Background: an optimization exercise with open tools, aiming at small area, a short achievable clock period and few clock cycles per item. Do not read the settings as production practice. At most, simulation tests tie the RTL to the original design; equivalence was not proved. For run 3, only the layout was checked, not whether the RTL still works.

$ cat design/flow/config.mk
export PLATFORM = sky130hd
export DESIGN_NAME = arctan
export DESIGN_NICKNAME = arctan
export VERILOG_FILES = /design/flow/design.v
export SDC_FILE = /design/flow/constraint.sdc
export NUM_CORES = 4
export LEC_CHECK = 0
export ABC_AREA = 1
export CAP_MARGIN = 20
export CORE_MARGIN = 2
export CORE_UTILIZATION = 40
export SETUP_SLACK_MARGIN = 2.7
export SLEW_MARGIN = 20
$ cat design/flow/constraint.sdc
create_clock -name core_clock -period 5.0 [get_ports {s00_axis_aclk}]
set_input_delay 1.0000 -clock core_clock [delete_from_list [all_inputs] [get_ports {s00_axis_aclk}]]
set_output_delay 1.0000 -clock core_clock [all_outputs]
set_load 0.01 [all_outputs]
$ cat design/flow/design.v
module arctan #
	(
		parameter integer C_S00_AXIS_TDATA_WIDTH	= 32,
		parameter integer C_M00_AXIS_TDATA_WIDTH	= 32,
    parameter integer ITERATIONS = 16
	)
	(
		input wire  s00_axis_aclk, s00_axis_aresetn,
		input wire  s00_axis_tlast, s00_axis_tvalid,
		input wire [C_S00_AXIS_TDATA_WIDTH-1 : 0] s00_axis_tdata,
		input wire [(C_S00_AXIS_TDATA_WIDTH/8)-1: 0] s00_axis_tstrb,
		output logic  s00_axis_tready,
		input wire  m00_axis_aclk, m00_axis_aresetn,
		input wire  m00_axis_tready,
		output logic  m00_axis_tvalid, m00_axis_tlast,
		output logic [C_M00_AXIS_TDATA_WIDTH-1 : 0] m00_axis_tdata,
		output logic [(C_M00_AXIS_TDATA_WIDTH/8)-1: 0] m00_axis_tstrb
	);
  logic ov;   
  wire adv = m00_axis_tready | ~ov;
  assign s00_axis_tready = adv;
  wire signed [15:0] x_in = s00_axis_tdata[15:0];
  wire signed [15:0] y_in = s00_axis_tdata[31:16];
  logic s0_v;
  logic [4:0] s0_side;
  logic signed [15:0] s0_x, s0_y;
  logic [1:0] s0_q;
  logic [0:0] s0_b;
  logic s1_v;
  logic [4:0] s1_side;
  logic signed [15:0] s1_x, s1_y;
  logic [1:0] s1_q;
  logic [1:0] s1_b;
  logic s2_v;
  logic [4:0] s2_side;
  logic signed [15:0] s2_x, s2_y;
  logic [1:0] s2_q;
  logic [2:0] s2_b;
  logic s3_v;
  logic [4:0] s3_side;
  logic signed [15:0] s3_x, s3_y;
  logic [1:0] s3_q;
  logic [3:0] s3_b;
  logic s4_v;
  logic [4:0] s4_side;
  logic signed [15:0] s4_x, s4_y;
  logic [1:0] s4_q;
  logic [4:0] s4_b;
  logic s5_v;
  logic [4:0] s5_side;
  logic signed [15:0] s5_x, s5_y;
  logic [1:0] s5_q;
  logic [5:0] s5_b;
  logic s6_v;
  logic [4:0] s6_side;
  logic signed [15:0] s6_x, s6_y;
  logic [1:0] s6_q;
  logic [6:0] s6_b;
  logic s7_v;
  logic [4:0] s7_side;
  logic signed [15:0] s7_x, s7_y;
  logic [1:0] s7_q;
  logic [7:0] s7_b;
  logic s8_v;
  logic [4:0] s8_side;
  logic signed [15:0] s8_x, s8_y;
  logic [1:0] s8_q;
  logic [8:0] s8_b;
  logic s9_v;
  logic [4:0] s9_side;
  logic signed [15:0] s9_x, s9_y;
  logic [1:0] s9_q;
  logic [9:0] s9_b;
  logic s10_v;
  logic [4:0] s10_side;
  logic signed [15:0] s10_x, s10_y;
  logic [1:0] s10_q;
  logic [10:0] s10_b;
  logic s11_v;
  logic [4:0] s11_side;
  logic signed [15:0] s11_x, s11_y;
  logic [1:0] s11_q;
  logic [11:0] s11_b;
  logic s12_v;
  logic [4:0] s12_side;
  logic signed [15:0] s12_x, s12_y;
  logic [1:0] s12_q;
  logic [12:0] s12_b;
  logic s13_v;
  logic [4:0] s13_side;
  logic signed [15:0] s13_x, s13_y;
  logic signed [18:0] s13_kk;
  logic [1:0] s13_q;
  logic [13:0] s13_b;
  logic s14_v;
  logic [4:0] s14_side;
  logic signed [18:0] s14_r;
  logic signed [4:0] s14_pc;
  logic [1:0] s14_bl;
  wire c0_neg = x_in[15];
  wire c0_yneg = y_in[15];
  logic signed [15:0] c0_xf, c0_yf;
  assign c0_xf = (x_in ^ {16{c0_neg}}) + 16'(c0_neg);
  assign c0_yf = (y_in ^ {16{c0_neg}}) + 16'(c0_neg);
  wire c0_dn0 = ~c0_yf[15];   
  logic [0:0] c0_b;
  assign c0_b = {c0_dn0};
  always_ff @(posedge s00_axis_aclk) begin
    if (s00_axis_aresetn == 1'b0) s0_v <= 1'b0;
    else if (adv) s0_v <= s00_axis_tvalid;
  end
  always_ff @(posedge s00_axis_aclk) begin
    if (adv) begin
      s0_x <= c0_xf;
      s0_y <= c0_yf;
      s0_q <= {c0_neg, c0_yneg};
      s0_b <= c0_b;
      s0_side <= {s00_axis_tlast, s00_axis_tstrb};
    end
  end
  wire c1_d0 = s0_b[0];   
  logic signed [15:0] c1_x1, c1_y1;
  logic signed [15:0] c1_x1_op;
  assign c1_x1_op = (s0_y >>> 0);
  logic [16:0] c1_x1_s;
  assign c1_x1_s = {s0_x, 1'b1} + {c1_x1_op ^ {16{s0_y[15]}}, s0_y[15]};
  assign c1_x1 = c1_x1_s[16:1];
  logic signed [15:0] c1_y1_op;
  assign c1_y1_op = (s0_x >>> 0);
  logic [16:0] c1_y1_s;
  assign c1_y1_s = {s0_y, 1'b1} + {c1_y1_op ^ {16{c1_d0}}, c1_d0};
  assign c1_y1 = c1_y1_s[16:1];
  wire c1_dn1 = ~c1_y1[15];   
  logic [1:0] c1_b;
  assign c1_b = {c1_dn1, s0_b};
  always_ff @(posedge s00_axis_aclk) begin
    if (s00_axis_aresetn == 1'b0) s1_v <= 1'b0;
    else if (adv) s1_v <= s0_v;
  end
  always_ff @(posedge s00_axis_aclk) begin
    if (adv) begin
      s1_x <= c1_x1;
      s1_y <= c1_y1;
      s1_q <= s0_q;
      s1_b <= c1_b;
      s1_side <= s0_side;
    end
  end
  wire c2_d1 = s1_b[1];   
  logic signed [15:0] c2_x2, c2_y2;
  logic signed [15:0] c2_x2_op;
  assign c2_x2_op = (s1_y >>> 1);
  logic [16:0] c2_x2_s;
  assign c2_x2_s = {s1_x, 1'b1} + {c2_x2_op ^ {16{s1_y[15]}}, s1_y[15]};
  assign c2_x2 = c2_x2_s[16:1];
  logic signed [15:0] c2_y2_op;
  assign c2_y2_op = (s1_x >>> 1);
  logic [16:0] c2_y2_s;
  assign c2_y2_s = {s1_y, 1'b1} + {c2_y2_op ^ {16{c2_d1}}, c2_d1};
  assign c2_y2 = c2_y2_s[16:1];
  wire c2_dn2 = ~c2_y2[15];   
  logic [2:0] c2_b;
  assign c2_b = {c2_dn2, s1_b};
  always_ff @(posedge s00_axis_aclk) begin
    if (s00_axis_aresetn == 1'b0) s2_v <= 1'b0;
    else if (adv) s2_v <= s1_v;
  end
  always_ff @(posedge s00_axis_aclk) begin
    if (adv) begin
      s2_x <= c2_x2;
      s2_y <= c2_y2;
      s2_q <= s1_q;
      s2_b <= c2_b;
      s2_side <= s1_side;
    end
  end
  wire c3_d2 = s2_b[2];   
  logic signed [15:0] c3_x3, c3_y3;
  logic signed [15:0] c3_x3_op;
  assign c3_x3_op = (s2_y >>> 2);
  logic [16:0] c3_x3_s;
  assign c3_x3_s = {s2_x, 1'b1} + {c3_x3_op ^ {16{s2_y[15]}}, s2_y[15]};
  assign c3_x3 = c3_x3_s[16:1];
  logic signed [15:0] c3_y3_op;
  assign c3_y3_op = (s2_x >>> 2);
  logic [16:0] c3_y3_s;
  assign c3_y3_s = {s2_y, 1'b1} + {c3_y3_op ^ {16{c3_d2}}, c3_d2};
  assign c3_y3 = c3_y3_s[16:1];
  wire c3_dn3 = ~c3_y3[15];   
  logic [3:0] c3_b;
  assign c3_b = {c3_dn3, s2_b};
  always_ff @(posedge s00_axis_aclk) begin
    if (s00_axis_aresetn == 1'b0) s3_v <= 1'b0;
    else if (adv) s3_v <= s2_v;
  end
  always_ff @(posedge s00_axis_aclk) begin
    if (adv) begin
      s3_x <= c3_x3;
      s3_y <= c3_y3;
      s3_q <= s2_q;
      s3_b <= c3_b;
      s3_side <= s2_side;
    end
  end
  wire c4_d3 = s3_b[3];   
  logic signed [15:0] c4_x4, c4_y4;
  logic signed [15:0] c4_x4_op;
  assign c4_x4_op = (s3_y >>> 3);
  logic [16:0] c4_x4_s;
  assign c4_x4_s = {s3_x, 1'b1} + {c4_x4_op ^ {16{s3_y[15]}}, s3_y[15]};
  assign c4_x4 = c4_x4_s[16:1];
  logic signed [15:0] c4_y4_op;
  assign c4_y4_op = (s3_x >>> 3);
  logic [16:0] c4_y4_s;
  assign c4_y4_s = {s3_y, 1'b1} + {c4_y4_op ^ {16{c4_d3}}, c4_d3};
  assign c4_y4 = c4_y4_s[16:1];
  wire c4_dn4 = ~c4_y4[15];   
  logic [4:0] c4_b;
  assign c4_b = {c4_dn4, s3_b};
  always_ff @(posedge s00_axis_aclk) begin
    if (s00_axis_aresetn == 1'b0) s4_v <= 1'b0;
    else if (adv) s4_v <= s3_v;
  end
  always_ff @(posedge s00_axis_aclk) begin
    if (adv) begin
      s4_x <= c4_x4;
      s4_y <= c4_y4;
      s4_q <= s3_q;
      s4_b <= c4_b;
      s4_side <= s3_side;
    end
  end
  wire c5_d4 = s4_b[4];   
  logic signed [15:0] c5_x5, c5_y5;
  logic signed [15:0] c5_x5_op;
  assign c5_x5_op = (s4_y >>> 4);
  logic [16:0] c5_x5_s;
  assign c5_x5_s = {s4_x, 1'b1} + {c5_x5_op ^ {16{s4_y[15]}}, s4_y[15]};
  assign c5_x5 = c5_x5_s[16:1];
  logic signed [15:0] c5_y5_op;
  assign c5_y5_op = (s4_x >>> 4);
  logic [16:0] c5_y5_s;
  assign c5_y5_s = {s4_y, 1'b1} + {c5_y5_op ^ {16{c5_d4}}, c5_d4};
  assign c5_y5 = c5_y5_s[16:1];
  wire c5_dn5 = ~c5_y5[15];   
  logic [5:0] c5_b;
  assign c5_b = {c5_dn5, s4_b};
  always_ff @(posedge s00_axis_aclk) begin
    if (s00_axis_aresetn == 1'b0) s5_v <= 1'b0;
    else if (adv) s5_v <= s4_v;
  end
  always_ff @(posedge s00_axis_aclk) begin
    if (adv) begin
      s5_x <= c5_x5;
      s5_y <= c5_y5;
      s5_q <= s4_q;
      s5_b <= c5_b;
      s5_side <= s4_side;
    end
  end
  wire c6_d5 = s5_b[5];   
  logic signed [15:0] c6_x6, c6_y6;
  logic signed [15:0] c6_x6_op;
  assign c6_x6_op = (s5_y >>> 5);
  logic [16:0] c6_x6_s;
  assign c6_x6_s = {s5_x, 1'b1} + {c6_x6_op ^ {16{s5_y[15]}}, s5_y[15]};
  assign c6_x6 = c6_x6_s[16:1];
  logic signed [15:0] c6_y6_op;
  assign c6_y6_op = (s5_x >>> 5);
  logic [16:0] c6_y6_s;
  assign c6_y6_s = {s5_y, 1'b1} + {c6_y6_op ^ {16{c6_d5}}, c6_d5};
  assign c6_y6 = c6_y6_s[16:1];
  wire c6_dn6 = ~c6_y6[15];   
  logic [6:0] c6_b;
  assign c6_b = {c6_dn6, s5_b};
  always_ff @(posedge s00_axis_aclk) begin
    if (s00_axis_aresetn == 1'b0) s6_v <= 1'b0;
    else if (adv) s6_v <= s5_v;
  end
  always_ff @(posedge s00_axis_aclk) begin
    if (adv) begin
      s6_x <= c6_x6;
      s6_y <= c6_y6;
      s6_q <= s5_q;
      s6_b <= c6_b;
      s6_side <= s5_side;
    end
  end
  wire c7_d6 = s6_b[6];   
  logic signed [15:0] c7_x7, c7_y7;
  logic signed [15:0] c7_x7_op;
  assign c7_x7_op = (s6_y >>> 6);
  logic [16:0] c7_x7_s;
  assign c7_x7_s = {s6_x, 1'b1} + {c7_x7_op ^ {16{s6_y[15]}}, s6_y[15]};
  assign c7_x7 = c7_x7_s[16:1];
  logic signed [15:0] c7_y7_op;
  assign c7_y7_op = (s6_x >>> 6);
  logic [16:0] c7_y7_s;
  assign c7_y7_s = {s6_y, 1'b1} + {c7_y7_op ^ {16{c7_d6}}, c7_d6};
  assign c7_y7 = c7_y7_s[16:1];
  wire c7_dn7 = ~c7_y7[15];   
  logic [7:0] c7_b;
  assign c7_b = {c7_dn7, s6_b};
  always_ff @(posedge s00_axis_aclk) begin
    if (s00_axis_aresetn == 1'b0) s7_v <= 1'b0;
    else if (adv) s7_v <= s6_v;
  end
  always_ff @(posedge s00_axis_aclk) begin
    if (adv) begin
      s7_x <= c7_x7;
      s7_y <= c7_y7;
      s7_q <= s6_q;
      s7_b <= c7_b;
      s7_side <= s6_side;
    end
  end
  wire c8_d7 = s7_b[7];   
  logic signed [15:0] c8_x8, c8_y8;
  logic signed [15:0] c8_x8_op;
  assign c8_x8_op = (s7_y >>> 7);
  logic [16:0] c8_x8_s;
  assign c8_x8_s = {s7_x, 1'b1} + {c8_x8_op ^ {16{s7_y[15]}}, s7_y[15]};
  assign c8_x8 = c8_x8_s[16:1];
  logic signed [15:0] c8_y8_op;
  assign c8_y8_op = (s7_x >>> 7);
  logic [16:0] c8_y8_s;
  assign c8_y8_s = {s7_y, 1'b1} + {c8_y8_op ^ {16{c8_d7}}, c8_d7};
  assign c8_y8 = c8_y8_s[16:1];
  wire c8_dn8 = ~c8_y8[15];   
  logic [8:0] c8_b;
  assign c8_b = {c8_dn8, s7_b};
  always_ff @(posedge s00_axis_aclk) begin
    if (s00_axis_aresetn == 1'b0) s8_v <= 1'b0;
    else if (adv) s8_v <= s7_v;
  end
  always_ff @(posedge s00_axis_aclk) begin
    if (adv) begin
      s8_x <= c8_x8;
      s8_y <= c8_y8;
      s8_q <= s7_q;
      s8_b <= c8_b;
      s8_side <= s7_side;
    end
  end
  wire c9_d8 = s8_b[8];   
  logic signed [15:0] c9_x9, c9_y9;
  logic signed [15:0] c9_x9_op;
  assign c9_x9_op = (s8_y >>> 8);
  logic [16:0] c9_x9_s;
  assign c9_x9_s = {s8_x, 1'b1} + {c9_x9_op ^ {16{s8_y[15]}}, s8_y[15]};
  assign c9_x9 = c9_x9_s[16:1];
  logic signed [15:0] c9_y9_op;
  assign c9_y9_op = (s8_x >>> 8);
  logic [16:0] c9_y9_s;
  assign c9_y9_s = {s8_y, 1'b1} + {c9_y9_op ^ {16{c9_d8}}, c9_d8};
  assign c9_y9 = c9_y9_s[16:1];
  wire c9_dn9 = ~c9_y9[15];   
  logic [9:0] c9_b;
  assign c9_b = {c9_dn9, s8_b};
  always_ff @(posedge s00_axis_aclk) begin
    if (s00_axis_aresetn == 1'b0) s9_v <= 1'b0;
    else if (adv) s9_v <= s8_v;
  end
  always_ff @(posedge s00_axis_aclk) begin
    if (adv) begin
      s9_x <= c9_x9;
      s9_y <= c9_y9;
      s9_q <= s8_q;
      s9_b <= c9_b;
      s9_side <= s8_side;
    end
  end
  wire c10_d9 = s9_b[9];   
  logic signed [15:0] c10_x10, c10_y10;
  logic signed [15:0] c10_x10_op;
  assign c10_x10_op = (s9_y >>> 9);
  logic [16:0] c10_x10_s;
  assign c10_x10_s = {s9_x, 1'b1} + {c10_x10_op ^ {16{s9_y[15]}}, s9_y[15]};
  assign c10_x10 = c10_x10_s[16:1];
  logic signed [15:0] c10_y10_op;
  assign c10_y10_op = (s9_x >>> 9);
  logic [16:0] c10_y10_s;
  assign c10_y10_s = {s9_y, 1'b1} + {c10_y10_op ^ {16{c10_d9}}, c10_d9};
  assign c10_y10 = c10_y10_s[16:1];
  wire c10_dn10 = ~c10_y10[15];   
  logic [10:0] c10_b;
  assign c10_b = {c10_dn10, s9_b};
  always_ff @(posedge s00_axis_aclk) begin
    if (s00_axis_aresetn == 1'b0) s10_v <= 1'b0;
    else if (adv) s10_v <= s9_v;
  end
  always_ff @(posedge s00_axis_aclk) begin
    if (adv) begin
      s10_x <= c10_x10;
      s10_y <= c10_y10;
      s10_q <= s9_q;
      s10_b <= c10_b;
      s10_side <= s9_side;
    end
  end
  wire c11_d10 = s10_b[10];   
  logic signed [15:0] c11_x11, c11_y11;
  logic signed [15:0] c11_x11_op;
  assign c11_x11_op = (s10_y >>> 10);
  logic [16:0] c11_x11_s;
  assign c11_x11_s = {s10_x, 1'b1} + {c11_x11_op ^ {16{s10_y[15]}}, s10_y[15]};
  assign c11_x11 = c11_x11_s[16:1];
  logic signed [15:0] c11_y11_op;
  assign c11_y11_op = (s10_x >>> 10);
  logic [16:0] c11_y11_s;
  assign c11_y11_s = {s10_y, 1'b1} + {c11_y11_op ^ {16{c11_d10}}, c11_d10};
  assign c11_y11 = c11_y11_s[16:1];
  wire c11_dn11 = ~c11_y11[15];   
  logic [11:0] c11_b;
  assign c11_b = {c11_dn11, s10_b};
  always_ff @(posedge s00_axis_aclk) begin
    if (s00_axis_aresetn == 1'b0) s11_v <= 1'b0;
    else if (adv) s11_v <= s10_v;
  end
  always_ff @(posedge s00_axis_aclk) begin
    if (adv) begin
      s11_x <= c11_x11;
      s11_y <= c11_y11;
      s11_q <= s10_q;
      s11_b <= c11_b;
      s11_side <= s10_side;
    end
  end
  wire c12_d11 = s11_b[11];   
  logic signed [15:0] c12_x12, c12_y12;
  logic signed [15:0] c12_x12_op;
  assign c12_x12_op = (s11_y >>> 11);
  logic [16:0] c12_x12_s;
  assign c12_x12_s = {s11_x, 1'b1} + {c12_x12_op ^ {16{s11_y[15]}}, s11_y[15]};
  assign c12_x12 = c12_x12_s[16:1];
  logic signed [15:0] c12_y12_op;
  assign c12_y12_op = (s11_x >>> 11);
  logic [16:0] c12_y12_s;
  assign c12_y12_s = {s11_y, 1'b1} + {c12_y12_op ^ {16{c12_d11}}, c12_d11};
  assign c12_y12 = c12_y12_s[16:1];
  wire c12_dn12 = ~c12_y12[15];   
  logic [12:0] c12_b;
  assign c12_b = {c12_dn12, s11_b};
  always_ff @(posedge s00_axis_aclk) begin
    if (s00_axis_aresetn == 1'b0) s12_v <= 1'b0;
    else if (adv) s12_v <= s11_v;
  end
  always_ff @(posedge s00_axis_aclk) begin
    if (adv) begin
      s12_x <= c12_x12;
      s12_y <= c12_y12;
      s12_q <= s11_q;
      s12_b <= c12_b;
      s12_side <= s11_side;
    end
  end
  wire c13_d12 = s12_b[12];   
  logic signed [15:0] c13_x13, c13_y13;
  logic signed [15:0] c13_x13_op;
  assign c13_x13_op = (s12_y >>> 12);
  logic [16:0] c13_x13_s;
  assign c13_x13_s = {s12_x, 1'b1} + {c13_x13_op ^ {16{s12_y[15]}}, s12_y[15]};
  assign c13_x13 = c13_x13_s[16:1];
  logic signed [15:0] c13_y13_op;
  assign c13_y13_op = (s12_x >>> 12);
  logic [16:0] c13_y13_s;
  assign c13_y13_s = {s12_y, 1'b1} + {c13_y13_op ^ {16{c13_d12}}, c13_d12};
  assign c13_y13 = c13_y13_s[16:1];
  logic signed [18:0] c13_k, c13_k0, c13_k1, c13_k2;
  assign c13_k0 = (s12_b[4] ? (s12_b[3] ? (s12_b[2] ? (s12_b[1] ? (s12_b[0] ? 19'sd53037 : 19'sd1567) : (s12_b[0] ? 19'sd22653 : -19'sd28817)) : (s12_b[1] ? (s12_b[0] ? 19'sd36983 : -19'sd14487) : (s12_b[0] ? 19'sd6599 : -19'sd44871))) : (s12_b[2] ? (s12_b[1] ? (s12_b[0] ? 19'sd44889 : -19'sd6581) : (s12_b[0] ? 19'sd14505 : -19'sd36965)) : (s12_b[1] ? (s12_b[0] ? 19'sd28835 : -19'sd22635) : (s12_b[0] ? -19'sd1549 : -19'sd53019)))) : (s12_b[3] ? (s12_b[2] ? (s12_b[1] ? (s12_b[0] ? 19'sd48947 : -19'sd2523) : (s12_b[0] ? 19'sd18563 : -19'sd32907)) : (s12_b[1] ? (s12_b[0] ? 19'sd32893 : -19'sd18577) : (s12_b[0] ? 19'sd2509 : -19'sd48961))) : (s12_b[2] ? (s12_b[1] ? (s12_b[0] ? 19'sd40799 : -19'sd10671) : (s12_b[0] ? 19'sd10415 : -19'sd41055)) : (s12_b[1] ? (s12_b[0] ? 19'sd24745 : -19'sd26725) : (s12_b[0] ? -19'sd5639 : -19'sd57109)))));
  assign c13_k1 = (s12_b[4] ? (s12_b[3] ? (s12_b[2] ? (s12_b[1] ? (s12_b[0] ? 19'sd155980 : 19'sd104510) : (s12_b[0] ? 19'sd125596 : 19'sd74126)) : (s12_b[1] ? (s12_b[0] ? 19'sd139926 : 19'sd88456) : (s12_b[0] ? 19'sd109542 : 19'sd58072))) : (s12_b[2] ? (s12_b[1] ? (s12_b[0] ? 19'sd147832 : 19'sd96362) : (s12_b[0] ? 19'sd117448 : 19'sd65978)) : (s12_b[1] ? (s12_b[0] ? 19'sd131778 : 19'sd80308) : (s12_b[0] ? 19'sd101394 : 19'sd49924)))) : (s12_b[3] ? (s12_b[2] ? (s12_b[1] ? (s12_b[0] ? 19'sd151890 : 19'sd100420) : (s12_b[0] ? 19'sd121506 : 19'sd70036)) : (s12_b[1] ? (s12_b[0] ? 19'sd135836 : 19'sd84366) : (s12_b[0] ? 19'sd105452 : 19'sd53982))) : (s12_b[2] ? (s12_b[1] ? (s12_b[0] ? 19'sd143742 : 19'sd92272) : (s12_b[0] ? 19'sd113358 : 19'sd61888)) : (s12_b[1] ? (s12_b[0] ? 19'sd127688 : 19'sd76218) : (s12_b[0] ? 19'sd97304 : 19'sd45834)))));
  assign c13_k2 = (s12_b[4] ? (s12_b[3] ? (s12_b[2] ? (s12_b[1] ? (s12_b[0] ? -19'sd49906 : -19'sd101376) : (s12_b[0] ? -19'sd80290 : -19'sd131760)) : (s12_b[1] ? (s12_b[0] ? -19'sd65960 : -19'sd117430) : (s12_b[0] ? -19'sd96344 : -19'sd147814))) : (s12_b[2] ? (s12_b[1] ? (s12_b[0] ? -19'sd58054 : -19'sd109524) : (s12_b[0] ? -19'sd88438 : -19'sd139908)) : (s12_b[1] ? (s12_b[0] ? -19'sd74108 : -19'sd125578) : (s12_b[0] ? -19'sd104492 : -19'sd155962)))) : (s12_b[3] ? (s12_b[2] ? (s12_b[1] ? (s12_b[0] ? -19'sd53996 : -19'sd105466) : (s12_b[0] ? -19'sd84380 : -19'sd135850)) : (s12_b[1] ? (s12_b[0] ? -19'sd70050 : -19'sd121520) : (s12_b[0] ? -19'sd100434 : -19'sd151904))) : (s12_b[2] ? (s12_b[1] ? (s12_b[0] ? -19'sd62144 : -19'sd113614) : (s12_b[0] ? -19'sd92528 : -19'sd143998)) : (s12_b[1] ? (s12_b[0] ? -19'sd78198 : -19'sd129668) : (s12_b[0] ? -19'sd108582 : -19'sd160052)))));
  assign c13_k = s12_q[1] ? (s12_q[0] ? c13_k2 : c13_k1) : c13_k0;
  wire c13_dn13 = ~c13_y13[15];   
  logic [13:0] c13_b;
  assign c13_b = {c13_dn13, s12_b};
  always_ff @(posedge s00_axis_aclk) begin
    if (s00_axis_aresetn == 1'b0) s13_v <= 1'b0;
    else if (adv) s13_v <= s12_v;
  end
  always_ff @(posedge s00_axis_aclk) begin
    if (adv) begin
      s13_x <= c13_x13;
      s13_y <= c13_y13;
      s13_kk <= c13_k;
      s13_q <= s12_q;
      s13_b <= c13_b;
      s13_side <= s12_side;
    end
  end
  wire c14_d13 = s13_b[13];   
  logic signed [15:0] c14_y14;
  logic signed [15:0] c14_y14_op;
  assign c14_y14_op = (s13_x >>> 13);
  logic [16:0] c14_y14_s;
  assign c14_y14_s = {s13_y, 1'b1} + {c14_y14_op ^ {16{c14_d13}}, c14_d13};
  assign c14_y14 = c14_y14_s[16:1];
  wire c14_d14 = ~c14_y14[15];   
  logic signed [18:0] c14_k;
  assign c14_k = s13_kk;
  logic [18:0] c14_bv;
  assign c14_bv = {1'b0, 1'b0, 1'b0, 1'b0, 1'b0, 1'b0, 1'b0, s13_b[5], s13_b[6], s13_b[7], s13_b[8], s13_b[9], s13_b[10], s13_b[11], s13_b[12], 1'b0, 1'b0, 1'b0, 1'b0};
  logic signed [18:0] c14_r;
  logic [8:0] c14_lo;
  assign c14_lo = {1'b0, c14_k[11:4]} + {1'b0, c14_bv[11:4]};
  logic [6:0] c14_h0, c14_h1;
  assign c14_h0 = c14_k[18:12];
  assign c14_h1 = c14_k[18:12] + 7'd1;
  assign c14_r = {c14_lo[8] ? c14_h1 : c14_h0, c14_lo[7:0], c14_k[3:0]};
  logic [3:0] c14_pc;
  assign c14_pc = (s13_b[12] ? (s13_b[11] ? (s13_b[10] ? (s13_b[9] ? (s13_b[8] ? (s13_b[7] ? (s13_b[6] ? (s13_b[5] ? 4'd8 : 4'd7) : (s13_b[5] ? 4'd7 : 4'd6)) : (s13_b[6] ? (s13_b[5] ? 4'd7 : 4'd6) : (s13_b[5] ? 4'd6 : 4'd5))) : (s13_b[7] ? (s13_b[6] ? (s13_b[5] ? 4'd7 : 4'd6) : (s13_b[5] ? 4'd6 : 4'd5)) : (s13_b[6] ? (s13_b[5] ? 4'd6 : 4'd5) : (s13_b[5] ? 4'd5 : 4'd4)))) : (s13_b[8] ? (s13_b[7] ? (s13_b[6] ? (s13_b[5] ? 4'd7 : 4'd6) : (s13_b[5] ? 4'd6 : 4'd5)) : (s13_b[6] ? (s13_b[5] ? 4'd6 : 4'd5) : (s13_b[5] ? 4'd5 : 4'd4))) : (s13_b[7] ? (s13_b[6] ? (s13_b[5] ? 4'd6 : 4'd5) : (s13_b[5] ? 4'd5 : 4'd4)) : (s13_b[6] ? (s13_b[5] ? 4'd5 : 4'd4) : (s13_b[5] ? 4'd4 : 4'd3))))) : (s13_b[9] ? (s13_b[8] ? (s13_b[7] ? (s13_b[6] ? (s13_b[5] ? 4'd7 : 4'd6) : (s13_b[5] ? 4'd6 : 4'd5)) : (s13_b[6] ? (s13_b[5] ? 4'd6 : 4'd5) : (s13_b[5] ? 4'd5 : 4'd4))) : (s13_b[7] ? (s13_b[6] ? (s13_b[5] ? 4'd6 : 4'd5) : (s13_b[5] ? 4'd5 : 4'd4)) : (s13_b[6] ? (s13_b[5] ? 4'd5 : 4'd4) : (s13_b[5] ? 4'd4 : 4'd3)))) : (s13_b[8] ? (s13_b[7] ? (s13_b[6] ? (s13_b[5] ? 4'd6 : 4'd5) : (s13_b[5] ? 4'd5 : 4'd4)) : (s13_b[6] ? (s13_b[5] ? 4'd5 : 4'd4) : (s13_b[5] ? 4'd4 : 4'd3))) : (s13_b[7] ? (s13_b[6] ? (s13_b[5] ? 4'd5 : 4'd4) : (s13_b[5] ? 4'd4 : 4'd3)) : (s13_b[6] ? (s13_b[5] ? 4'd4 : 4'd3) : (s13_b[5] ? 4'd3 : 4'd2)))))) : (s13_b[10] ? (s13_b[9] ? (s13_b[8] ? (s13_b[7] ? (s13_b[6] ? (s13_b[5] ? 4'd7 : 4'd6) : (s13_b[5] ? 4'd6 : 4'd5)) : (s13_b[6] ? (s13_b[5] ? 4'd6 : 4'd5) : (s13_b[5] ? 4'd5 : 4'd4))) : (s13_b[7] ? (s13_b[6] ? (s13_b[5] ? 4'd6 : 4'd5) : (s13_b[5] ? 4'd5 : 4'd4)) : (s13_b[6] ? (s13_b[5] ? 4'd5 : 4'd4) : (s13_b[5] ? 4'd4 : 4'd3)))) : (s13_b[8] ? (s13_b[7] ? (s13_b[6] ? (s13_b[5] ? 4'd6 : 4'd5) : (s13_b[5] ? 4'd5 : 4'd4)) : (s13_b[6] ? (s13_b[5] ? 4'd5 : 4'd4) : (s13_b[5] ? 4'd4 : 4'd3))) : (s13_b[7] ? (s13_b[6] ? (s13_b[5] ? 4'd5 : 4'd4) : (s13_b[5] ? 4'd4 : 4'd3)) : (s13_b[6] ? (s13_b[5] ? 4'd4 : 4'd3) : (s13_b[5] ? 4'd3 : 4'd2))))) : (s13_b[9] ? (s13_b[8] ? (s13_b[7] ? (s13_b[6] ? (s13_b[5] ? 4'd6 : 4'd5) : (s13_b[5] ? 4'd5 : 4'd4)) : (s13_b[6] ? (s13_b[5] ? 4'd5 : 4'd4) : (s13_b[5] ? 4'd4 : 4'd3))) : (s13_b[7] ? (s13_b[6] ? (s13_b[5] ? 4'd5 : 4'd4) : (s13_b[5] ? 4'd4 : 4'd3)) : (s13_b[6] ? (s13_b[5] ? 4'd4 : 4'd3) : (s13_b[5] ? 4'd3 : 4'd2)))) : (s13_b[8] ? (s13_b[7] ? (s13_b[6] ? (s13_b[5] ? 4'd5 : 4'd4) : (s13_b[5] ? 4'd4 : 4'd3)) : (s13_b[6] ? (s13_b[5] ? 4'd4 : 4'd3) : (s13_b[5] ? 4'd3 : 4'd2))) : (s13_b[7] ? (s13_b[6] ? (s13_b[5] ? 4'd4 : 4'd3) : (s13_b[5] ? 4'd3 : 4'd2)) : (s13_b[6] ? (s13_b[5] ? 4'd3 : 4'd2) : (s13_b[5] ? 4'd2 : 4'd1))))))) : (s13_b[11] ? (s13_b[10] ? (s13_b[9] ? (s13_b[8] ? (s13_b[7] ? (s13_b[6] ? (s13_b[5] ? 4'd7 : 4'd6) : (s13_b[5] ? 4'd6 : 4'd5)) : (s13_b[6] ? (s13_b[5] ? 4'd6 : 4'd5) : (s13_b[5] ? 4'd5 : 4'd4))) : (s13_b[7] ? (s13_b[6] ? (s13_b[5] ? 4'd6 : 4'd5) : (s13_b[5] ? 4'd5 : 4'd4)) : (s13_b[6] ? (s13_b[5] ? 4'd5 : 4'd4) : (s13_b[5] ? 4'd4 : 4'd3)))) : (s13_b[8] ? (s13_b[7] ? (s13_b[6] ? (s13_b[5] ? 4'd6 : 4'd5) : (s13_b[5] ? 4'd5 : 4'd4)) : (s13_b[6] ? (s13_b[5] ? 4'd5 : 4'd4) : (s13_b[5] ? 4'd4 : 4'd3))) : (s13_b[7] ? (s13_b[6] ? (s13_b[5] ? 4'd5 : 4'd4) : (s13_b[5] ? 4'd4 : 4'd3)) : (s13_b[6] ? (s13_b[5] ? 4'd4 : 4'd3) : (s13_b[5] ? 4'd3 : 4'd2))))) : (s13_b[9] ? (s13_b[8] ? (s13_b[7] ? (s13_b[6] ? (s13_b[5] ? 4'd6 : 4'd5) : (s13_b[5] ? 4'd5 : 4'd4)) : (s13_b[6] ? (s13_b[5] ? 4'd5 : 4'd4) : (s13_b[5] ? 4'd4 : 4'd3))) : (s13_b[7] ? (s13_b[6] ? (s13_b[5] ? 4'd5 : 4'd4) : (s13_b[5] ? 4'd4 : 4'd3)) : (s13_b[6] ? (s13_b[5] ? 4'd4 : 4'd3) : (s13_b[5] ? 4'd3 : 4'd2)))) : (s13_b[8] ? (s13_b[7] ? (s13_b[6] ? (s13_b[5] ? 4'd5 : 4'd4) : (s13_b[5] ? 4'd4 : 4'd3)) : (s13_b[6] ? (s13_b[5] ? 4'd4 : 4'd3) : (s13_b[5] ? 4'd3 : 4'd2))) : (s13_b[7] ? (s13_b[6] ? (s13_b[5] ? 4'd4 : 4'd3) : (s13_b[5] ? 4'd3 : 4'd2)) : (s13_b[6] ? (s13_b[5] ? 4'd3 : 4'd2) : (s13_b[5] ? 4'd2 : 4'd1)))))) : (s13_b[10] ? (s13_b[9] ? (s13_b[8] ? (s13_b[7] ? (s13_b[6] ? (s13_b[5] ? 4'd6 : 4'd5) : (s13_b[5] ? 4'd5 : 4'd4)) : (s13_b[6] ? (s13_b[5] ? 4'd5 : 4'd4) : (s13_b[5] ? 4'd4 : 4'd3))) : (s13_b[7] ? (s13_b[6] ? (s13_b[5] ? 4'd5 : 4'd4) : (s13_b[5] ? 4'd4 : 4'd3)) : (s13_b[6] ? (s13_b[5] ? 4'd4 : 4'd3) : (s13_b[5] ? 4'd3 : 4'd2)))) : (s13_b[8] ? (s13_b[7] ? (s13_b[6] ? (s13_b[5] ? 4'd5 : 4'd4) : (s13_b[5] ? 4'd4 : 4'd3)) : (s13_b[6] ? (s13_b[5] ? 4'd4 : 4'd3) : (s13_b[5] ? 4'd3 : 4'd2))) : (s13_b[7] ? (s13_b[6] ? (s13_b[5] ? 4'd4 : 4'd3) : (s13_b[5] ? 4'd3 : 4'd2)) : (s13_b[6] ? (s13_b[5] ? 4'd3 : 4'd2) : (s13_b[5] ? 4'd2 : 4'd1))))) : (s13_b[9] ? (s13_b[8] ? (s13_b[7] ? (s13_b[6] ? (s13_b[5] ? 4'd5 : 4'd4) : (s13_b[5] ? 4'd4 : 4'd3)) : (s13_b[6] ? (s13_b[5] ? 4'd4 : 4'd3) : (s13_b[5] ? 4'd3 : 4'd2))) : (s13_b[7] ? (s13_b[6] ? (s13_b[5] ? 4'd4 : 4'd3) : (s13_b[5] ? 4'd3 : 4'd2)) : (s13_b[6] ? (s13_b[5] ? 4'd3 : 4'd2) : (s13_b[5] ? 4'd2 : 4'd1)))) : (s13_b[8] ? (s13_b[7] ? (s13_b[6] ? (s13_b[5] ? 4'd4 : 4'd3) : (s13_b[5] ? 4'd3 : 4'd2)) : (s13_b[6] ? (s13_b[5] ? 4'd3 : 4'd2) : (s13_b[5] ? 4'd2 : 4'd1))) : (s13_b[7] ? (s13_b[6] ? (s13_b[5] ? 4'd3 : 4'd2) : (s13_b[5] ? 4'd2 : 4'd1)) : (s13_b[6] ? (s13_b[5] ? 4'd2 : 4'd1) : (s13_b[5] ? 4'd1 : 4'd0))))))));
  logic signed [4:0] c14_t;
  assign c14_t = {3'b000, s13_b[13], s13_b[13]} - {1'b0, c14_pc};
  logic [14:0] c14_b;
  assign c14_b = {c14_d14, s13_b};
  always_ff @(posedge s00_axis_aclk) begin
    if (s00_axis_aresetn == 1'b0) s14_v <= 1'b0;
    else if (adv) s14_v <= s13_v;
  end
  always_ff @(posedge s00_axis_aclk) begin
    if (adv) begin
      s14_r <= c14_r;
      s14_pc <= c14_t;
      s14_bl <= c14_b[14:13];
      s14_side <= s13_side;
    end
  end
  logic signed [18:0] c15_ph;
  logic [18:0] c15_su;
  assign c15_su = {s14_r[18:1], 1'b1} + {18'(s14_pc), s14_bl[1]};
  assign c15_ph = {c15_su[18:1], s14_r[0]};
  logic signed [18:0] o_ph;
  logic [4:0] o_side;
  always_ff @(posedge s00_axis_aclk) begin
    if (s00_axis_aresetn == 1'b0) ov <= 1'b0;
    else if (adv) ov <= s14_v;
  end
  always_ff @(posedge s00_axis_aclk) begin
    if (adv) begin
      o_ph <= c15_ph;
      o_side <= s14_side;
    end
  end
  assign m00_axis_tvalid = ov;
  assign m00_axis_tdata = {{(C_M00_AXIS_TDATA_WIDTH-19){o_ph[18]}}, o_ph};
  assign m00_axis_tlast = o_side[4];
  assign m00_axis_tstrb = o_side[3:0];
endmodule
$ cat design/flow/run.sh
#!/bin/bash
# synth_recipe.tcl (not shown) runs the flow's synth.tcl, then flattens the netlist and writes it again
# the make line also repeats each setting of config.mk as NAME=value (left out here)
make -C /OpenROAD-flow-scripts/flow DESIGN_CONFIG=/design/flow/config.mk WORK_HOME=/design/flow/orfs CLKGATE_MAP_FILE= SYNTH_SCRIPT=/design/flow/synth_recipe.tcl finish
==> qor.yml, run 1 <==
antenna_cells: 0
pre_cts_ws_ns: 1.35
gp_congestion: 0.909
cts-root-buf: "clkbuf_16"
worstHoldStart: "s9_b[4]$_DFFE_PP_"
antenna_found_initial: 0
dp.cells: 6135
synthTopCellsByArea: "edfxtp_1, xor2_1, ha_1"
post-route-period-util_pct: 50.9
via_per_inst: 5.05
whs_path_depth: 0
r2r_slack_ns: 2.51
slew-limit-headroom_pct: 36.4
ys_top_cells_by_count: "nand2_1, edfxtp_1, xor2_1"
synth_async_sr_flop_share_pct: 0
overflow: 0
rr_worst_depth: 14
grtUsageTotal_pct: 17.5
avgSynthCellArea_um2: 9.86
ant_nets: 0
cts_buffers: 85
synth_ff_type: "edfxtp_1"
drtIter0Drc: 2041
yosysMostFrequentCell: "nand2_1"
maxSlewViolCount: 0
reg.largest.list: "o_ph: 19 flops, s13_kk: 19 flops, s14_r: 19 flops"
synth-seq-cells: 719
finalSetupViolCount: 0
start_util_pct: 40.4
grt_first_pass_wirelength_mm: 167
final.setup_skew_ns: 0.0522
final_nets: 5623
yosys.area.top_type: "edfxtp_1"
reg2reg_from: "s13_b[5]$_DFFE_PP_"
placed_area_um2: 48100
num_vias: 34100
syn_area_um2: 45500
cts_sinks: 719
core-area_um2: 113000
synth_cell_type_count: 61
r2r_end: "s14_pc[3]$_DFFE_PP_"
htree_levels: 3
status: "no timing/DRC/antenna violations"
max_freq_ghz: 0.393
finalNonFillerCells: 6765
worstSkewPairLatency_ns: 0.67
ios: 82
tritoncts: "yes"
holdPathEnd: "s10_b[4]$_DFFE_PP_"
maxCapViolations: 0
wl_per_cell_um: 16.5
yosysSeqAreaShare_pct: 47.1
synth_top_area_share_pct: 46.4
synth_nets: 5042
drive_gt1_share_pct: 31.1
drcViolationCount: 0
die_area_um2: 117000
io_buffers: 79
design_area_um2: 60600
holdBufCountCts: 0
area_growth_pct: 33.1
synth_warnings: 1
min_period_ns: 2.54
worstPathRequired_ns: 4.00
fin_util_pct: 53.8
die_h_um: 341
tightest_slew_ns: 0.954
std_cell_rows: 123
cts_max_path_buffers: 3
rsz0062_at_grt: "true"
critical_path_class: "in -> out"
synth_edf_count: 703
grt_max_degree: 153
totalWireLength_mm: 112
dp_hpwl_mm: 72.8
critical_path_arrival_ns: 1.54
tns_ns: 0
clk_pin_slew_worst_paths_ns: 0.06
cp-end-kind: "primary output"
grt_pass1_vias: 32200
whs_ns: 0.396
finalHoldViolCount: 0
cp-start-kind: "primary input"
hold_class: "reg -> reg"
setup_ws_ns: 2.46
netlist_instances: 4617
first_pass_iters: 5
die_x_um: 341
path_max_fanout: 2
==> worst max-delay path, cell delays in order <==
cell and delay, ns:
buf_6 0.10, nor2_4 0.20, inv_12 0.08, buf_6 0.14
==> layer usage <==
metal	up-vias	GRT usage [%]	part of all wire [%]
met4	0	4.47	2.4
met5	-	0	0
met2	600	30.2	50
met1	16300	23.1	44
li1	17000	-	-
met3	194	2.42	3.5
==> cells in the final DEF (no fill, tap or decap), types with 136 or more instances in the layout <==
master    synthesis  layout
a21oi_2           0     136
buf_4            19     376
inv_1           437     376
ha_1            379     244
a21oi_1         338     166
edfxtp_1        703     703
nand3_1         227     154
nand2_1         820     649
nand2_2           2     145
xor2_1          598     521
nor2_1          302     230
==> worst max-delay path by stage <==
stage | cells after the start | to | startpoint
global route | 14 | s14_pc[3]$_DFFE_PP_ | s13_b[5]$_DFFE_PP_
detailed placement | 4 | s00_axis_tready | m00_axis_tready
floorplan | 3 | s00_axis_tready | m00_axis_tready
CTS | 4 | s00_axis_tready | m00_axis_tready
global placement | 4 | s00_axis_tready | m00_axis_tready
finish | 4 | s00_axis_tready | m00_axis_tready
==> kinds of logic (layout without fill, tap and decap cells) <==
kind of cell | after synthesis | in the layout | synth area share [%]
buffers and inverters | 513 | 1160 | 4.54
muxes | 4 | 4 | 0.0907
DFF | 719 | 719 | 47.1
and+or+nand+nor | 1494 | 1494 | 13.8
AOI/OAI and AO/OA | 763 | 764 | 9.46
adders and majority gates | 382 | 382 | 10.6
xor gates and xnor gates | 742 | 742 | 14.5
==> cell type report <==
class	count	area [um2]
clock buffer	102	2270
clock inverter	52	698
fill	9557	52100
inverter	438	1670
multi-input combinational	3386	27500
sequential	719	21400
tap	1500	1880
timing repair buffer	567	5100
timing repair inverter	1	8.76
==> what timing repair did <==
action                     CTS  global route
pin swaps                  162           517
resized for setup          493           982
buffers inserted           232           238
hold endpoints to repair     0             0
cloned                       2             4
setup endpoints to repair  890           455
Testbench counts, summed over its fixed seeds: cycles 16,128, items 16,000.
==> run 2, diff against run 1 <==
--- a/design/flow/config.mk
+++ b/design/flow/config.mk
@@ -9,5 +9,5 @@
 export CAP_MARGIN = 20
 export CORE_MARGIN = 2
 export CORE_UTILIZATION = 40
-export SETUP_SLACK_MARGIN = 2.7
+export SETUP_SLACK_MARGIN = 2.3
 export SLEW_MARGIN = 20
==> run 2 against run 1 <==
  * Synthesized cell count is the same
  * Worst hold slack gained 0.012 ns
  * Global-route usage shrank 0.80 points
  * Count of clock-buffer cells in the layout is the same
  * Flip-flop and latch count is the same
  * Clock skew shrank 0.0063 ns
  * Synthesized area is the same
  * Worst setup slack lost 0.089 ns
  * Critical endpoint is now m00_axis_tdata[8]
==> qor.yml, run 2 <==
status: "no timing/DRC/antenna violations"
ys_top_cells_by_count: "nand2_1, edfxtp_1, xor2_1"
finalSetupViolCount: 0
synth_nets: 5042
crit_chain: "clkdlybuf4s50_1"
die_h_um: 341
synth_warnings: 1
max_freq_ghz: 0.380
layout.cells.most_common: "nand2_1"
dp_hpwl_mm: 73.2
tightest_slew_ns: 0.978
final_nets: 5231
finalHoldViolCount: 0
totalWireLength_mm: 97.5
critical_path_class: "reg -> out"
ant_nets: 0
grtUsageTotal_pct: 16.7
holdBufCountCts: 0
grt_pass1_vias: 30200
post-route-period-util_pct: 52.7
io_buffers: 79
maxCapViolations: 0
cts-root-buf: "clkbuf_16"
worstPathRequired_ns: 4.00
yosysSeqAreaShare_pct: 47.1
setup_ws_ns: 2.37
worstSkewPairLatency_ns: 0.66
drive_gt1_share_pct: 6.13
maxSlewViolCount: 0
max_stage_delay_ns: 0.60
min_period_ns: 2.63
grt_max_degree: 187
synth_async_sr_flop_share_pct: 0
pre_cts_ws_ns: 1.17
ios: 82
design_area_um2: 51600
whs_ns: 0.408
std_cell_rows: 123
antenna_found_initial: 0
path_max_fanout: 1
synthTopCellsByArea: "edfxtp_1, xor2_1, ha_1"
yosys.area.top_type: "edfxtp_1"
synth-seq-cells: 719
multi_input_area_um2: 22200
grt_first_pass_wirelength_mm: 159
hold_class: "reg -> reg"
slew-limit-headroom_pct: 34.8
synth_ff_type: "edfxtp_1"
netlist_instances: 4617
dp.cells: 6133
die_area_um2: 117000
cts_max_path_buffers: 3
fillCellCount: 10700
syn_area_um2: 45500
via_per_inst: 4.93
avgSynthCellArea_um2: 9.86
wl_per_cell_um: 15.3
antenna_cells: 0
cts_sinks: 719
num_vias: 31500
drtIter0Drc: 2182
synth_cell_type_count: 61
overflow: 0
area_growth_pct: 13.5
final.setup_skew_ns: 0.0459
finalNonFillerCells: 6376
core-area_um2: 113000
final_cell_mix: "nand2_1, edfxtp_1, xor2_1"
reg.largest.list: "o_ph: 19 flops, s13_kk: 19 flops, s14_r: 19 flops"
cp-start-kind: "flip-flop"
placed_area_um2: 47900
regArea_um2: 21400
synth_edf_count: 703
htree_levels: 3
start_util_pct: 40.4
cts_buffers: 83
synth_top_area_share_pct: 46.4
rsz0062_at_grt: "true"
yosysMostFrequentCell: "nand2_1"
die_x_um: 341
cp-end-kind: "primary output"
clk_pin_slew_worst_paths_ns: 0.07
critical_path_arrival_ns: 1.63
drcViolationCount: 0
worst-path-buf-inv: 1
critPathSlowestCell: "clkdlybuf4s50_1"
gp_congestion: 0.907
cp_top_family: "buffers and inverters"
first_pass_iters: 6
tritoncts: "yes"
tns_ns: 0
## run 2: changes by cell type in the layout (fill, tap and decap cells not counted), moves of 69 or more
cell,previous run,this run
a21oi_1,166,331
a21oi_2,136,7
buf_4,376,87
buf_6,83,1
ha_1,244,379
ha_4,106,0
nand2_1,649,820
nand2_2,145,2
nand3_1,154,223
nor2_1,230,300
o21ai_0,105,196
## run 2: kinds of logic after synthesis
| logic type | after synthesis | share of synthesized area [%] |
|---|---|---|
| DFF | 719 | 47.1 |
| adders and majority gates | 382 | 10.6 |
| muxes | 4 | 0.0907 |
| xor gates and xnor gates | 742 | 14.5 |
| buffers and inverters | 513 | 4.54 |
| and+or+nand+nor | 1494 | 13.8 |
| AOI/OAI and AO/OA | 763 | 9.46 |
## run 2: metrics by stage
stage          utilization (%)
3_5_place_dp              42.5
5_1_grt                   45.8
3_3_place_gp              42.5
6_report                  45.8
4_1_cts                   45.5
2_1_floorplan                -
## run 2: layout make-up
class	instances	area share, %
multi-input cells	3385	43.0
flip-flops and latches	719	41.5
clock buffers	102	4.42
well taps	1500	3.63
inverters	438	3.21
repair buffers	177	3.19
clock inverters	53	0.998
repair inverters	2	0.0339
## run 2: worst paths after layout
check                       startpoint                   end  slack (ns)  cells after the start
setup / recovery     o_ph[8]$_DFFE_PP_     m00_axis_tdata[8]        2.37                      1
hold / removal    s7_side[1]$_DFFE_PP_  s8_side[1]$_DFFE_PP_        0.41                      0
setup reg to reg    s0_y[15]$_DFFE_PP_     s1_x[8]$_DFFE_PP_        2.38                      9
hold reg to reg   s7_side[1]$_DFFE_PP_  s8_side[1]$_DFFE_PP_        0.41                      0
## run 2: timing repair
| action | CTS | global route |
|---|---|---|
| pin swaps | 1 | 5 |
| hold endpoints to repair | 0 | 0 |
| setup endpoints to repair | 133 | 85 |
| resized for setup | 35 | 46 |
| setup buffers | 51 | 35 |
| cloned | 2 | 0 |
## run 2: routing by layer
layer / wire [um] / GRT usage, % / vias to the layer above
li1: - / - / 16300
met1: 46900 / 23.5 / 14500
met2: 44500 / 27.0 / 560
met3: 4200 / 2.39 / 114
met4: 1920 / 4.30 / 0
met5: 0 / 0 / -
==> run 3, diff against run 2 <==
--- a/design/flow/design.v
+++ b/design/flow/design.v
@@ -16,8 +16,9 @@
 		output logic [C_M00_AXIS_TDATA_WIDTH-1 : 0] m00_axis_tdata,
 		output logic [(C_M00_AXIS_TDATA_WIDTH/8)-1: 0] m00_axis_tstrb
 	);
+  logic sv;   
   logic ov;   
-  wire adv = m00_axis_tready | ~ov;
+  wire adv = ~sv;
   assign s00_axis_tready = adv;
   wire signed [15:0] x_in = s00_axis_tdata[15:0];
   wire signed [15:0] y_in = s00_axis_tdata[31:16];
@@ -529,20 +530,33 @@
   logic [18:0] c15_su;
   assign c15_su = {s14_r[18:1], 1'b1} + {18'(s14_pc), s14_bl[1]};
   assign c15_ph = {c15_su[18:1], s14_r[0]};
-  logic signed [18:0] o_ph;
-  logic [4:0] o_side;
-  always_ff @(posedge s00_axis_aclk) begin
-    if (s00_axis_aresetn == 1'b0) ov <= 1'b0;
-    else if (adv) ov <= s14_v;
-  end
-  always_ff @(posedge s00_axis_aclk) begin
-    if (adv) begin
-      o_ph <= c15_ph;
-      o_side <= s14_side;
-    end
-  end
-  assign m00_axis_tvalid = ov;
-  assign m00_axis_tdata = {{(C_M00_AXIS_TDATA_WIDTH-19){o_ph[18]}}, o_ph};
-  assign m00_axis_tlast = o_side[4];
-  assign m00_axis_tstrb = o_side[3:0];
-endmodule
+      logic signed [18:0] o_ph, k_ph;
+      logic [4:0] o_side, k_side;
+      wire push = adv & s14_v;
+      wire load_o = m00_axis_tready | ~ov;
+      always_ff @(posedge s00_axis_aclk) begin
+        if (s00_axis_aresetn == 1'b0) begin
+          ov <= 1'b0;
+          sv <= 1'b0;
+        end else if (load_o) begin
+          ov <= sv | push;
+          sv <= 1'b0;
+        end else begin
+          sv <= sv | push;
+        end
+      end
+      always_ff @(posedge s00_axis_aclk) begin
+        if (load_o) begin
+          o_ph <= sv ? k_ph : c15_ph;
+          o_side <= sv ? k_side : s14_side;
+        end
+        if (adv) begin
+          k_ph <= c15_ph;
+          k_side <= s14_side;
+        end
+      end
+      assign m00_axis_tvalid = ov;
+      assign m00_axis_tdata = {{(C_M00_AXIS_TDATA_WIDTH-19){o_ph[18]}}, o_ph};
+      assign m00_axis_tlast = o_side[4];
+      assign m00_axis_tstrb = o_side[3:0];
+    endmodule
==> run 3 against run 2 <==
  * Via count up 2.1%
  * Final cell count up 1.9%
  * Sequential share of layout area up 0.32 points
  * Flip-flop and latch count up 26
  * Synthesized area up 1.9%
  * First-iteration DRC count down 11%
  * Critical path depth up 10
  * Count of clock-buffer cells in the layout up 8
  * Largest cell class unchanged
  * Highest routed layer unchanged
==> qor.yml, run 3 <==
status: "no timing/DRC/antenna violations"
yosysSeqAreaShare_pct: 47.4
grtUsageTotal_pct: 16.8
met3_usage_pct: 2.18
first_pass_iters: 5
maxSlewViolCount: 0
syn_area_um2: 46400
slew-limit-headroom_pct: 32.6
tightest_slew_ns: 1.01
avgSynthCellArea_um2: 9.79
finalHoldViolCount: 0
gp_congestion: 0.882
finalSetupViolCount: 0
tritoncts: "yes"
worstSkewPairLatency_ns: 0.66
antenna_found_initial: 0
synth_top_area_share_pct: 45.6
synth-seq-cells: 745
synth_ff_type: "edfxtp_1"
totalWireLength_mm: 99.2
grt_pass1_vias: 31000
num_vias: 32100
grtUsageMet2_pct: 28.6
rsz0062_at_grt: "true"
htree_levels: 3
via_per_inst: 4.94
maxCapViolations: 0
synth_warnings: 1
critical_path_class: "reg -> reg"
cp-end-kind: "flip-flop"
start_util_pct: 40.4
grt_first_pass_wirelength_mm: 160
cts-root-buf: "clkbuf_16"
io_buffers: 79
clk_pin_slew_worst_paths_ns: 0.06
overflow: 0
cts_buffers: 86
netlist_instances: 4734
critical_path_arrival_ns: 2.96
path_max_fanout: 12
max_stage_delay_ns: 0.46
layout.cells.most_common: "nand2_1"
cts_max_path_buffers: 3
cts_sinks: 745
critPathSlowestCell: "edfxtp_1"
synth_cell_type_count: 60
die_x_um: 344
min_period_ns: 2.59
busiest_layer: "met2"
tns_ns: 0
ant_nets: 0
yosysMostFrequentCell: "nand2_1"
drtIter0Drc: 1947
final_nets: 5342
area_growth_pct: 13.3
synth_edf_count: 704
worstPathRequired_ns: 5.38
ios: 82
antenna_cells: 0
std_cell_rows: 124
drive_gt1_share_pct: 6.03
hold_class: "reg -> reg"
post-route-period-util_pct: 51.7
cp-start-kind: "flip-flop"
cp_top_family: "compound AO/OA/AOI/OAI gates"
synth_nets: 5159
grt_use_met1_pct: 21.9
yosys.area.top_type: "edfxtp_1"
synthTopCellsByArea: "edfxtp_1, xor2_1, ha_1"
max_freq_ghz: 0.387
die_h_um: 344
core-area_um2: 115000
grt_max_degree: 168
final.setup_skew_ns: 0.0356
worst-path-buf-inv: 1
dp_hpwl_mm: 74.2
synth_async_sr_flop_share_pct: 0
die_area_um2: 119000
final_cell_mix: "nand2_1, edfxtp_1, xor2_1"
ys_top_cells_by_count: "nand2_1, edfxtp_1, xor2_1"
drcViolationCount: 0
wl_per_cell_um: 15.3
crit_chain: "buf_4 > xor2_1 > ha_1 > o21ai_0 > o21ai_0 > nand3_1 > nand2_1 > nand3_1 > nand2_1 > nand2_1 > nand2_1"
path_common_cell: "nand2_1"
-- run 3: changes by cell type after synthesis, sizes merged, moves of 11 or more --
cell   before  now
inv       437  405
nor2      307  320
nand3     229  262
dfxtp      16   41
nand2     822  897
xor2      606  572
a21o       47   58
-- run 3: worst paths after layout --
check	slack, ns	cells past startpoint	startpoint	endpoint
worst max-delay path	2.41	11	s5_b[5]$_DFFE_PN_	s6_y[8]$_DFFE_PN_
worst min-delay path	0.41	0	s11_b[4]$_DFFE_PN_	s12_b[4]$_DFFE_PN_
worst max register to register	2.41	11	s5_b[5]$_DFFE_PN_	s6_y[8]$_DFFE_PN_
worst min register to register	0.41	0	s11_b[4]$_DFFE_PN_	s12_b[4]$_DFFE_PN_
-- run 3: what timing repair did --
action	4_1_cts	5_1_grt
gates resized for setup	26	33
endpoints found under the setup margin	209	70
gates cloned	1	0
pin swaps	0	5
hold buffers	0	0
buffers inserted	52	38
-- run 3: metal layers --
| layer | vias to the layer above | routed length, um |
|---|---|---|
| met5 | - | 0 |
| met4 | 0 | 2650 |
| met3 | 149 | 3360 |
| met2 | 521 | 47200 |
| met1 | 14800 | 46000 |
| li1 | 16700 | - |
-- run 3: cell families after synthesis --
logic type      synth area share [%]
buf+inv                         4.35
compound gates                  9.57
xor+xnor                        13.7
flops                           47.4
simple gates                    14.6
fa+ha+maj                       10.4
mux                           0.0702
-- run 3: layout make-up --
cell class / instances / area (um2)
Clock buffer: 110 / 2360
Clock inverter: 49 / 479
Tap cell: 1512 / 1890
Fill cell: 10800 / 62100
Sequential cell: 745 / 22000
Timing Repair Buffer: 178 / 1690
Multi-Input combinational cell: 3497 / 22600
Timing Repair inverter: 1 / 16.3
Inverter: 408 / 1560
-- run 3: through the flow --
stage | cell area [um2] | util (%) | hold slack [ns] | instances | worst slack, ns
global placement | 48700 | 42.5 | 0.402 | 6250 | 1.88
finish | 52500 | 45.8 | 0.412 | 6500 | 2.41
floorplan | 46400 | - | 0.400 | 4734 | 1.80
detailed placement | 48700 | 42.5 | 0.405 | 6250 | 1.84
global route | 52500 | 45.8 | 0.414 | 6500 | 2.26
CTS | 52100 | 45.4 | 0.414 | 6462 | 2.12

separate check: timing with driven ports:
How much do the figures lean on ideal ports? The routed layouts below were timed once more, with nothing changed but the port constraints.
Step 1: set_driving_cell puts a clkbuf_16 on s00_axis_aclk and a buf_2 on each other input, an assumption about the parent block.
Step 2 moves the port delays by t, midway between the first and last clock arrival at a register: inputs arrive t later, outputs are due t later. That takes back most of the time a late clock gives input paths.
a / b / c = ideal ports / drivers / drivers and shift; a / b = the first two.
run	shift t [ns]	slack for setup (ns)	hold slack, ns	worst setup path at the end	cell pins on the clock port's net
run 1	0.718	2.457 / 2.425 / 1.991	0.396 / 0.396 / 0.396	input to register	1
run 2	0.713	2.367 / 2.298 / 1.891	0.408 / 0.408 / 0.408	input to register	1
run 3	0.716	2.415 / 2.399 / 1.865	0.412 / 0.412 / 0.412	input to register	1
After both steps every run listed still meets setup and hold. For run 3, which loses most, drivers alone change the setup slack by -0.016 ns; drivers and shift together by -0.550 ns.
